Context: an optimization exercise on an open-source flow, tuned for small area and a short achievable clock period. The choices shown serve that exercise and are no tape-out recipe. Only simulation tests tie the RTL to the original design; equivalence was not proved. Power and IR drop assume default switching activity.

==> v12: inputs <==
==> flow/design.v <==
`timescale 1ns / 1ps
module xregf (
      input [31:0]  c,
      input [31:0]  x0,
      input [31:0]  x1,
      output [31:0] q
      );
   genvar k;
   generate for (k = 0; k < 32; k = k + 1) begin : sel
      assign q[k] = c[k] ? x1[k] : x0[k];
   end endgenerate
endmodule
`timescale 1ns / 1ps
module xaddr_decoder (
      input [3:0]  op,
      input [9:0]  ia,
      input [9:0]  rb,
      output       ram_sel,
      output       ram_we,
      output [8:0] ram_addr,
      output       trap
      );
   wire ti = ia[9] && (ia[8:5] != 4'd0 || ia[4] && ia[3:1] != 3'd0);
   wire tb = rb[9] && (rb[8:5] != 4'd0 || rb[4] && rb[3:1] != 3'd0);
   wire bus_lo = op[2] ? !op[1] : op[1] ^ op[0];
   assign ram_sel  = op[3] ? !op[2] && (op[1] ? !rb[9] : !ia[9]) : bus_lo && !ia[9];
   assign trap     = op[3] ? !op[2] && (op[1] ? tb : ti) : bus_lo && ti;
   assign ram_we   = op[3] && !op[2] && op[0];
   assign ram_addr = op[3] && op[1] ? rb[8:0] : ia[8:0];
endmodule
`timescale 1ns / 1ps
module xcore (
      input             clk,
      input             rst,
      output reg [8:0]  pc,
      input [31:0]      instruction,
      output            ram_sel,
      output            ram_we,
      output [8:0]      ram_addr,
      output [31:0]     ram_wdata,
      input [31:0]      ram_rdata,
      output            trap
      );
   reg [31:0] regB;
   reg [31:0] regf [0:15];
   reg [31:0] aa, pB;
   reg [2:0]  pC;
   reg        k_sub, k_shft, k_and, k_xor, k_hold, k_flags;
   wire [31:0] p  = aa ^ pB;
   wire [31:0] g  = aa & pB;
   reg  [31:0] gk, pk;
   integer l, j;
   always @* begin
      gk = g;
      pk = p;
      for (l = 1; l < 32; l = l * 2)
        for (j = 31; j >= l; j = j - 1) begin
           gk[j] = gk[j] | (pk[j] & gk[j-l]);
           pk[j] = pk[j] & pk[j-l];
        end
   end
   wire [31:0] c  = {gk[30:0], 1'b0};    
   wire [31:0] ps = p ^ {32{k_sub}};     
   wire shl = pB[31];                    
   reg [31:0] e;
   always @* begin
      if (k_shft)
        e = shl ? {aa[30:0], 1'b0} : {aa[31], aa[31:1]};
      else if (k_and)
        e = g;
      else if (k_xor)
        e = p;
      else
        e = aa;
   end
   wire sumop = !(k_shft || k_and || k_xor || k_hold);
   wire [31:0] x0 = sumop ? ps : e;
   wire [31:0] x1 = sumop ? ~ps : e;
   wire [31:0] regA;
   genvar k;
   generate for (k = 0; k < 32; k = k + 1) begin : sel
      assign regA[k] = c[k] ? x1[k] : x0[k];
   end endgenerate
   wire fx = k_sub ? ~(aa[31] & pB[31]) : (aa[31] | pB[31]);
   reg  [2:0] flags;
   always @* begin
      if (k_shft)
        flags = shl ? {aa[30], aa[31] ^ aa[30], aa[31]} : {aa[31], 2'b00};
      else if (k_and)
        flags = {g[31], 2'b00};
      else if (k_xor)
        flags = {p[31], 2'b00};
      else
        flags = c[31] ? {~ps[31], ~fx, fx} : {ps[31], 2'b00};
   end
   wire [2:0] regC = k_flags ? flags : pC;
   wire [3:0] op = instruction[31:28];
   wire op_sub  = op == 4'd2;
   wire op_shft = op == 4'd3;
   wire op_and  = op == 4'd4;
   wire op_xor  = op == 4'd5;
   wire op_ldih = op == 4'd7;
   wire alu     = op[3:1] == 3'b000 || op[3:1] == 3'b001 || op[3:1] == 3'b010;   
   wire load    = op == 4'd6 || op == 4'd7 || op == 4'd8 || op == 4'd10;
   wire store   = op == 4'd9 || op == 4'd11;
   wire branch  = op[3:2] == 2'b11;
   wire immop   = op == 4'd0 || op == 4'd3 || op == 4'd6 || op == 4'd7;
   wire busop   = op == 4'd1 || op == 4'd2 || op == 4'd4 || op == 4'd5 || op[3:2] == 2'b10;
   wire viab    = op[3:1] == 3'b101;   
   function [4:0] dec;    
      input [9:0] a;
      reg hi;
      begin
         hi = a[9] && a[8:5] == 4'd0;
         dec = {a[9] && !hi || hi && a[4] && a[3:1] != 3'd0,
                hi && !a[4], hi && a[4:0] == 5'd16, hi && a[4:0] == 5'd17, hi};
      end
   endfunction
   wire [4:0] di = dec(instruction[9:0]);
   wire [4:0] dh = dec(regA[9:0]);
   wire [4:0] db = dec(regB[9:0]);
   xaddr_decoder outs (.op(op), .ia(instruction[9:0]), .rb(regB[9:0]),
                       .ram_sel(ram_sel), .ram_we(ram_we), .ram_addr(ram_addr), .trap(trap));
   xregf wdata (.c(c), .x0(x0), .x1(x1), .q(ram_wdata));
   wire is_rf = viab ? db[3] : di[3];
   wire is_rb = viab ? db[2] : op_ldih ? dh[2] : di[2];
   wire is_rc = viab ? db[1] : op_ldih ? dh[1] : di[1];
   wire [31:0] imm = op_ldih ? {instruction[15:0], regA[15:0]} : {{4{instruction[27]}}, instruction[27:0]};
   wire [3:0]  ra = viab ? regB[3:0] : instruction[3:0];
   wire [31:0] m0 = ra[3] ? (ra[2] ? regf[12] : regf[8]) : (ra[2] ? regf[4] : regf[0]);
   wire [31:0] m1 = ra[3] ? (ra[2] ? regf[13] : regf[9]) : (ra[2] ? regf[5] : regf[1]);
   wire [31:0] m2 = ra[3] ? (ra[2] ? regf[14] : regf[10]) : (ra[2] ? regf[6] : regf[2]);
   wire [31:0] m3 = ra[3] ? (ra[2] ? regf[15] : regf[11]) : (ra[2] ? regf[7] : regf[3]);
   wire [31:0] rf_rd = ra[1] ? (ra[0] ? m3 : m2) : (ra[0] ? m1 : m0);
   wire s_imm = immop && !is_rb && !is_rc;
   wire s_ram = busop && (viab ? !regB[9] : !instruction[9]);
   wire s_rf  = busop && is_rf;
   wire [31:0] operand = ({32{is_rb}} & regB) | ({32{is_rc}} & {29'd0, regC}) |
                         ({32{s_imm}} & imm) | ({32{s_ram}} & ram_rdata) |
                         ({32{s_rf}} & rf_rd) | {32{branch}};
   wire a_zero = regA == 32'd0;
   wire taken = branch && (op[1] ? !a_zero : a_zero);
   always @(posedge clk, posedge rst)
     if (rst) begin
        pc <= 9'd0;
        regB <= 32'd0;
        aa <= 32'd0;
        pB <= 32'd0;
        pC <= 3'd0;
        {k_sub, k_shft, k_and, k_xor, k_hold, k_flags} <= 6'd0;
     end else begin
        pc <= taken ? (op[0] ? regB[8:0] : instruction[8:0]) : pc + 9'd1;
        aa <= load ? 32'd0 : op_sub ? ~regA : regA;
        pB <= operand;
        pC <= regC;
        k_sub   <= op_sub;
        k_shft  <= op_shft;
        k_and   <= op_and;
        k_xor   <= op_xor;
        k_hold  <= store;
        k_flags <= alu;
        if (store && is_rb)
          regB <= regA;
     end
   always @(posedge clk)
     if (store && is_rf)
       regf[ra] <= regA;
endmodule
==> flow/flow/run.sh <==
#!/bin/bash
# The standard ORFS layout (standard.sh), with extra ORFS settings:
# the output logic (modules xaddr_decoder and xregf, no registers) is kept
# as modules until ABC has mapped them, so their gates are not shared with
# the core's (synth_recipe.tcl flattens the design afterwards); plain buffers
# on the ports; no dummy loads in the clock tree.
# make's output goes to flow_make.log; each ORFS step keeps its own log
# under orfs/logs/.
set -euo pipefail
bash standard.sh \
  "SYNTH_KEEP_MODULES=xaddr_decoder xregf" \
  "BUFFER_PORTS_ARGS=-buffer_cell sky130_fd_sc_hd__buf_2" \
  "CTS_ARGS=-sink_clustering_enable -repair_clock_nets -dont_use_dummy_load -buf_list sky130_fd_sc_hd__clkbuf_8 -sink_clustering_size 14 -sink_clustering_max_diameter 60" \
  finish > flow_make.log 2>&1
==> flow/standard.sh <==
#!/bin/bash
# synth_recipe.tcl (not shown) runs the flow's synth.tcl, then flattens the netlist and writes it again
# the make line also repeats each setting of config.mk as NAME=value (left out here)
make -C /OpenROAD-flow-scripts/flow DESIGN_CONFIG=/design/flow/config.mk WORK_HOME=/design/flow/orfs CLKGATE_MAP_FILE= SYNTH_SCRIPT=/design/flow/synth_recipe.tcl "${@:-finish}"
==> flow/config.mk <==
export PLATFORM = sky130hd
export DESIGN_NAME = xcore
export DESIGN_NICKNAME = xcore
export VERILOG_FILES = /design/flow/design.v
export SDC_FILE = /design/flow/constraint.sdc
export NUM_CORES = 4
export LEC_CHECK = 0
export ABC_AREA = 1
export CAP_MARGIN = 20
export CORE_MARGIN = 2
export CORE_UTILIZATION = 55
export SETUP_SLACK_MARGIN = 4.1
export SLEW_MARGIN = 20
export TNS_END_PERCENT = 5
==> flow/constraint.sdc <==
create_clock -name core_clock -period 8.5 [get_ports {clk}]
set_input_delay 1.7000 -clock core_clock [delete_from_list [all_inputs] [get_ports {clk}]]
set_output_delay 1.7000 -clock core_clock [all_outputs]
set_load 0.01 [all_outputs]
==> v10: changes against v12 <==
==> flow/design.v (replaced) <==
`timescale 1ns / 1ps
module xcore (
      input             clk,
      input             rst,
      output reg [8:0]  pc,
      input [31:0]      instruction,
      output            ram_sel,
      output            ram_we,
      output [8:0]      ram_addr,
      output [31:0]     ram_wdata,
      input [31:0]      ram_rdata,
      output            trap
      );
   reg [31:0] regA, regB;
   reg [2:0]  regC;
   reg [31:0] regf [0:15];
   wire [3:0] op = instruction[31:28];
   wire op_sub  = op == 4'd2;
   wire op_shft = op == 4'd3;
   wire op_and  = op == 4'd4;
   wire op_xor  = op == 4'd5;
   wire op_ldih = op == 4'd7;
   wire alu     = op[3:1] == 3'b000 || op[3:1] == 3'b001 || op[3:1] == 3'b010;   
   wire load    = op == 4'd6 || op == 4'd7 || op == 4'd8 || op == 4'd10;
   wire store   = op == 4'd9 || op == 4'd11;
   wire branch  = op[3:2] == 2'b11;
   wire immop   = op == 4'd0 || op == 4'd3 || op == 4'd6 || op == 4'd7;
   wire busop   = op == 4'd1 || op == 4'd2 || op == 4'd4 || op == 4'd5 || op[3:2] == 2'b10;
   wire viab    = op[3:1] == 3'b101;   
   wire sumop   = !(op_shft || op_and || op_xor || store);   
   function [4:0] dec;    
      input [9:0] a;
      reg hi;
      begin
         hi = a[9] && a[8:5] == 4'd0;
         dec = {a[9] && !hi || hi && a[4] && a[3:1] != 3'd0,
                hi && !a[4], hi && a[4:0] == 5'd16, hi && a[4:0] == 5'd17, hi};
      end
   endfunction
   wire [4:0] di = dec(instruction[9:0]);
   wire [4:0] dh = dec(regA[9:0]);
   wire [4:0] db = dec(regB[9:0]);
   assign ram_sel   = viab ? !regB[9] : busop && !instruction[9];
   assign trap      = viab ? db[4] : busop && di[4];
   assign ram_we    = store;
   assign ram_addr  = viab ? regB[8:0] : instruction[8:0];
   assign ram_wdata = regA;
   wire is_rf = viab ? db[3] : di[3];
   wire is_rb = viab ? db[2] : op_ldih ? dh[2] : di[2];
   wire is_rc = viab ? db[1] : op_ldih ? dh[1] : di[1];
   wire [31:0] imm = op_ldih ? {instruction[15:0], regA[15:0]} : {{4{instruction[27]}}, instruction[27:0]};
   wire [3:0]  ra = viab ? regB[3:0] : instruction[3:0];
   wire [31:0] m0 = ra[3] ? (ra[2] ? regf[12] : regf[8]) : (ra[2] ? regf[4] : regf[0]);
   wire [31:0] m1 = ra[3] ? (ra[2] ? regf[13] : regf[9]) : (ra[2] ? regf[5] : regf[1]);
   wire [31:0] m2 = ra[3] ? (ra[2] ? regf[14] : regf[10]) : (ra[2] ? regf[6] : regf[2]);
   wire [31:0] m3 = ra[3] ? (ra[2] ? regf[15] : regf[11]) : (ra[2] ? regf[7] : regf[3]);
   wire [31:0] rf_rd = ra[1] ? (ra[0] ? m3 : m2) : (ra[0] ? m1 : m0);
   wire s_imm = immop && !is_rb && !is_rc;
   wire s_ram = ram_sel;
   wire s_rf  = busop && is_rf;
   wire [31:0] operand = ({32{is_rb}} & regB) | ({32{is_rc}} & {29'd0, regC}) |
                         ({32{s_imm}} & imm) | ({32{s_ram}} & ram_rdata) |
                         ({32{s_rf}} & rf_rd) | {32{branch}};
   wire [31:0] aa = load ? 32'd0 : (op_sub ? ~regA : regA);
   wire [31:0] p  = aa ^ operand;
   wire [31:0] g  = aa & operand;
   reg  [31:0] gk, pk;
   integer l, j;
   always @* begin
      gk = g;
      pk = p;
      for (l = 1; l < 32; l = l * 2)
        for (j = 31; j >= l; j = j - 1) begin
           gk[j] = gk[j] | (pk[j] & gk[j-l]);
           pk[j] = pk[j] & pk[j-l];
        end
   end
   wire [31:0] c = {gk[30:0], 1'b0};    
   wire [31:0] ps = p ^ {32{op_sub}};
   wire shl = is_rb ? regB[31] : !is_rc && instruction[27];    
   reg [31:0] e;
   always @* begin
      if (op_shft)
        e = shl ? {regA[30:0], 1'b0} : {regA[31], regA[31:1]};
      else if (op_and)
        e = g;
      else if (op_xor)
        e = p;
      else
        e = regA;
   end
   wire [31:0] x0 = sumop ? ps : e;
   wire [31:0] x1 = sumop ? ~ps : e;
   wire [31:0] nA;
   genvar k;
   generate for (k = 0; k < 32; k = k + 1) begin : sel
      assign nA[k] = c[k] ? x1[k] : x0[k];
   end endgenerate
   wire fx = op_sub ? ~(aa[31] & operand[31]) : (aa[31] | operand[31]);
   wire [2:0] fa0 = {ps[31], 2'b00};
   wire [2:0] fa1 = {~ps[31], ~fx, fx};
   wire [2:0] farith = c[31] ? fa1 : fa0;
   reg  [2:0] flags;
   always @* begin
      if (op_shft)
        flags = shl ? {regA[30], regA[31] ^ regA[30], regA[31]} : {regA[31], 2'b00};
      else if (op_and)
        flags = {g[31], 2'b00};
      else if (op_xor)
        flags = {p[31], 2'b00};
      else
        flags = farith;
   end
   wire a_zero = regA == 32'd0;
   wire taken = branch && (op[1] ? !a_zero : a_zero);
   always @(posedge clk, posedge rst)
     if (rst) begin
        pc <= 9'd0;
        regA <= 32'd0;
        regB <= 32'd0;
        regC <= 3'd0;
     end else begin
        pc <= taken ? (op[0] ? regB[8:0] : instruction[8:0]) : pc + 9'd1;
        regA <= nA;
        if (alu)
          regC <= flags;
        if (store && is_rb)
          regB <= regA;
     end
   always @(posedge clk)
     if (store && is_rf)
       regf[ra] <= regA;
endmodule
==> flow/flow/run.sh (replaced) <==
#!/bin/bash
# The standard ORFS layout (standard.sh), with extra ORFS settings:
# plain buffers on the ports and no dummy loads in the clock tree.
# make's output goes to flow_make.log; each ORFS step keeps its own log
# under orfs/logs/.
set -euo pipefail
bash standard.sh \
  "BUFFER_PORTS_ARGS=-buffer_cell sky130_fd_sc_hd__buf_2" \
  "CTS_ARGS=-sink_clustering_enable -repair_clock_nets -dont_use_dummy_load -buf_list sky130_fd_sc_hd__clkbuf_8 -sink_clustering_size 18 -sink_clustering_max_diameter 60" \
  finish > flow_make.log 2>&1
Settings changed: SETUP_SLACK_MARGIN 4.1 to 3.5.
==> v26: changes against v12 <==
==> flow/design.v (replaced) <==
`timescale 1ns / 1ps
module xcore (
      input             clk,
      input             rst,
      output reg [8:0]  pc,
      input [31:0]      instruction,
      output            ram_sel,
      output            ram_we,
      output [8:0]      ram_addr,
      output [31:0]     ram_wdata,
      input [31:0]      ram_rdata,
      output            trap
      );
   reg [31:0] regA, regB;
   reg [2:0]  regC;
   reg [31:0] regf [0:15];
   wire [3:0] op = instruction[31:28];
   wire op_sub  = op == 4'd2;
   wire op_shft = op == 4'd3;
   wire op_and  = op == 4'd4;
   wire op_xor  = op == 4'd5;
   wire op_ldih = op == 4'd7;
   wire alu     = op[3:1] == 3'b000 || op[3:1] == 3'b001 || op[3:1] == 3'b010;   
   wire load    = op == 4'd6 || op == 4'd7 || op == 4'd8 || op == 4'd10;
   wire store   = op == 4'd9 || op == 4'd11;
   wire branch  = op[3:2] == 2'b11;
   wire immop   = op == 4'd0 || op == 4'd3 || op == 4'd6 || op == 4'd7;
   wire busop   = op == 4'd1 || op == 4'd2 || op == 4'd4 || op == 4'd5 || op[3:2] == 2'b10;
   wire viab    = op[3:1] == 3'b101;   
   wire sumop   = !(op_shft || op_and || op_xor || store);   
   function [4:0] dec;    
      input [9:0] a;
      reg hi;
      begin
         hi = a[9] && a[8:5] == 4'd0;
         dec = {a[9] && !hi || hi && a[4] && a[3:1] != 3'd0,
                hi && !a[4], hi && a[4:0] == 5'd16, hi && a[4:0] == 5'd17, hi};
      end
   endfunction
   wire [4:0] di = dec(instruction[9:0]);
   wire [4:0] dh = dec(regA[9:0]);
   wire [4:0] db = dec(regB[9:0]);
   assign ram_sel   = viab ? !regB[9] : busop && !instruction[9];
   assign trap      = viab ? db[4] : busop && di[4];
   assign ram_we    = store;
   assign ram_addr  = viab ? regB[8:0] : instruction[8:0];
   assign ram_wdata = regA;
   wire is_rf = viab ? db[3] : di[3];
   wire is_rb = viab ? db[2] : op_ldih ? dh[2] : di[2];
   wire is_rc = viab ? db[1] : op_ldih ? dh[1] : di[1];
   wire [31:0] imm = op_ldih ? {instruction[15:0], regA[15:0]} : {{4{instruction[27]}}, instruction[27:0]};
   wire [3:0]  ra = viab ? regB[3:0] : instruction[3:0];
   wire [31:0] m0 = ra[3] ? (ra[2] ? regf[12] : regf[8]) : (ra[2] ? regf[4] : regf[0]);
   wire [31:0] m1 = ra[3] ? (ra[2] ? regf[13] : regf[9]) : (ra[2] ? regf[5] : regf[1]);
   wire [31:0] m2 = ra[3] ? (ra[2] ? regf[14] : regf[10]) : (ra[2] ? regf[6] : regf[2]);
   wire [31:0] m3 = ra[3] ? (ra[2] ? regf[15] : regf[11]) : (ra[2] ? regf[7] : regf[3]);
   wire [31:0] rf_rd = ra[1] ? (ra[0] ? m3 : m2) : (ra[0] ? m1 : m0);
   wire s_imm = immop && !is_rb && !is_rc;
   wire s_ram = ram_sel;
   wire s_rf  = busop && is_rf;
   wire [31:0] operand = ({32{is_rb}} & regB) | ({32{is_rc}} & {29'd0, regC}) |
                         ({32{s_imm}} & imm) | ({32{s_ram}} & ram_rdata) |
                         ({32{s_rf}} & rf_rd) | {32{branch}};
   wire [31:0] aa = load ? 32'd0 : (op_sub ? ~regA : regA);
   wire [31:0] p  = aa ^ operand;
   wire [31:0] g  = aa & operand;
   reg  [31:0] gk, pk;
   integer l, j;
   always @* begin
      gk = g;
      pk = p;
      for (l = 1; l < 32; l = l * 2)
        for (j = 31; j >= l; j = j - 1) begin
           gk[j] = gk[j] | (pk[j] & gk[j-l]);
           pk[j] = pk[j] & pk[j-l];
        end
   end
   wire [31:0] c = {gk[30:0], 1'b0};    
   wire [31:0] ps = p ^ {32{op_sub}};
   wire shl = is_rb ? regB[31] : !is_rc && instruction[27];    
   reg [31:0] e;
   always @* begin
      if (op_shft)
        e = shl ? {regA[30:0], 1'b0} : {regA[31], regA[31:1]};
      else if (op_and)
        e = g;
      else if (op_xor)
        e = p;
      else
        e = regA;
   end
   wire [31:0] x0 = sumop ? ps : e;
   wire [31:0] x1 = sumop ? ~ps : e;
   wire [31:0] nA;
   genvar k;
   generate for (k = 0; k < 32; k = k + 1) begin : sel
      assign nA[k] = c[k] ? x1[k] : x0[k];
   end endgenerate
   wire fx = op_sub ? ~(aa[31] & operand[31]) : (aa[31] | operand[31]);
   wire [2:0] fa0 = {ps[31], 2'b00};
   wire [2:0] fa1 = {~ps[31], ~fx, fx};
   wire [2:0] farith = c[31] ? fa1 : fa0;
   reg  [2:0] flags;
   always @* begin
      if (op_shft)
        flags = shl ? {regA[30], regA[31] ^ regA[30], regA[31]} : {regA[31], 2'b00};
      else if (op_and)
        flags = {g[31], 2'b00};
      else if (op_xor)
        flags = {p[31], 2'b00};
      else
        flags = farith;
   end
   wire a_zero = regA == 32'd0;
   wire taken = branch && (op[1] ? !a_zero : a_zero);
   always @(posedge clk, posedge rst)
     if (rst) begin
        pc <= 9'd0;
        regA <= 32'd0;
        regB <= 32'd0;
        regC <= 3'd0;
     end else begin
        pc <= taken ? (op[0] ? regB[8:0] : instruction[8:0]) : pc + 9'd1;
        regA <= nA;
        if (alu)
          regC <= flags;
        if (store && is_rb)
          regB <= regA;
     end
   always @(posedge clk)
     if (store && is_rf)
       regf[ra] <= regA;
endmodule
==> flow/flow/run.sh (replaced) <==
#!/bin/bash
# The standard ORFS layout (standard.sh), with extra ORFS settings:
# plain buffers on the ports and no dummy loads in the clock tree.
# make's output goes to flow_make.log; each ORFS step keeps its own log
# under orfs/logs/.
set -euo pipefail
bash standard.sh \
  "BUFFER_PORTS_ARGS=-buffer_cell sky130_fd_sc_hd__buf_2" \
  "CTS_ARGS=-sink_clustering_enable -repair_clock_nets -dont_use_dummy_load -buf_list sky130_fd_sc_hd__clkbuf_8" \
  finish > flow_make.log 2>&1
Settings changed: SETUP_SLACK_MARGIN 4.1 to 3.5.
==> summary of the runs <==
Die area: v10 is lower than v12 (about 10%).
Against v12, the sequential power of v26 is lower by about 2%.
Of v26 and v12, v12 has the higher sequential cell count (gap 38).
Against v10, the fmax of v12 is larger by about 8%.
Between v26 and v10, the lower utilization is in v10 (gap 0.92 points).
The highest clock skew belongs to v12, the lowest to v26.
Critical path depth, highest first: v10, v12, v26.
The highest global-route usage belongs to v26, the lowest to v12.
The lowest routed wire length belongs to v12, the highest to v10.
==> figures <==
item	v12	v10	v26
Run status	finished clean	finished clean	finished clean
Register area	0.0182 sq mm	0.0173 sq mm	0.0173 sq mm
Area fraction of the dominant cell type after synthesis	49.4%	55.3%	55.3%
Global-route wire length before repair	150,000 microns	147,000 microns	147,000 microns
Clock network share of area	2.14%	2.00%	4.07%
Average detailed-routed wire length per instance	24.1 microns	29.6 microns	29.0 microns
Ant diodes	0	2	1
Fin worst setup slack	3.90 ns	3.54 ns	3.54 ns
Ratio of routed vias to standard cells	5.92	6.50	6.48
Multi-input gates	2,299	1,833	1,831
Cell leakage power	13.9 nW	11.7 nW	12.0 nW
R2r setup slk	4.20 ns	3.97 ns	3.89 ns
Count of flip-flops and latches	626	588	588
Logic depth of the worst register-to-register path	19	25	25
Met2 wire length	48,800 microns	48,800 microns	48,600 microns
Clk pwr	1.49 mW	1.38 mW	1.98 mW
DR vias	25,200	23,000	23,200
Half-perimeter wire length of the detailed placement result	67,000 microns	62,400 microns	62,400 microns
Comb pwr share	40.1%	33.1%	30.8%
Fill cell total of the finished layout	4,834	4,128	4,103

==> what the ideal ports hide <==
How much do the figures lean on ideal ports? The routed layouts below were timed once more, with nothing changed but the port constraints.
Step 1 sets driving cells, clkbuf_16 on the clock port and buf_2 on the other inputs (assumed; they add their load-dependent delay and slew).
Step 2 times the ports against the registers' clock, not the clock port: input delays grow and output delays shrink by t, the midpoint of the rising clock arrivals with the driver on.
a / b / c = ideal ports / drivers / drivers and shift; a / b = the first two.
run	shift t [ns]	setup WS [ns]	pins driven straight from the clock port
v12	0.696	3.896 / 3.839 / 3.285	1
v10	0.720	3.537 / 3.531 / 2.842	1
v26	0.711	3.542 / 3.516 / 2.863	1
After both steps setup and hold are still met in every run listed. The setup slack of v10, which loses most, moves by -0.006 ns with the drivers and by -0.695 ns with both steps.
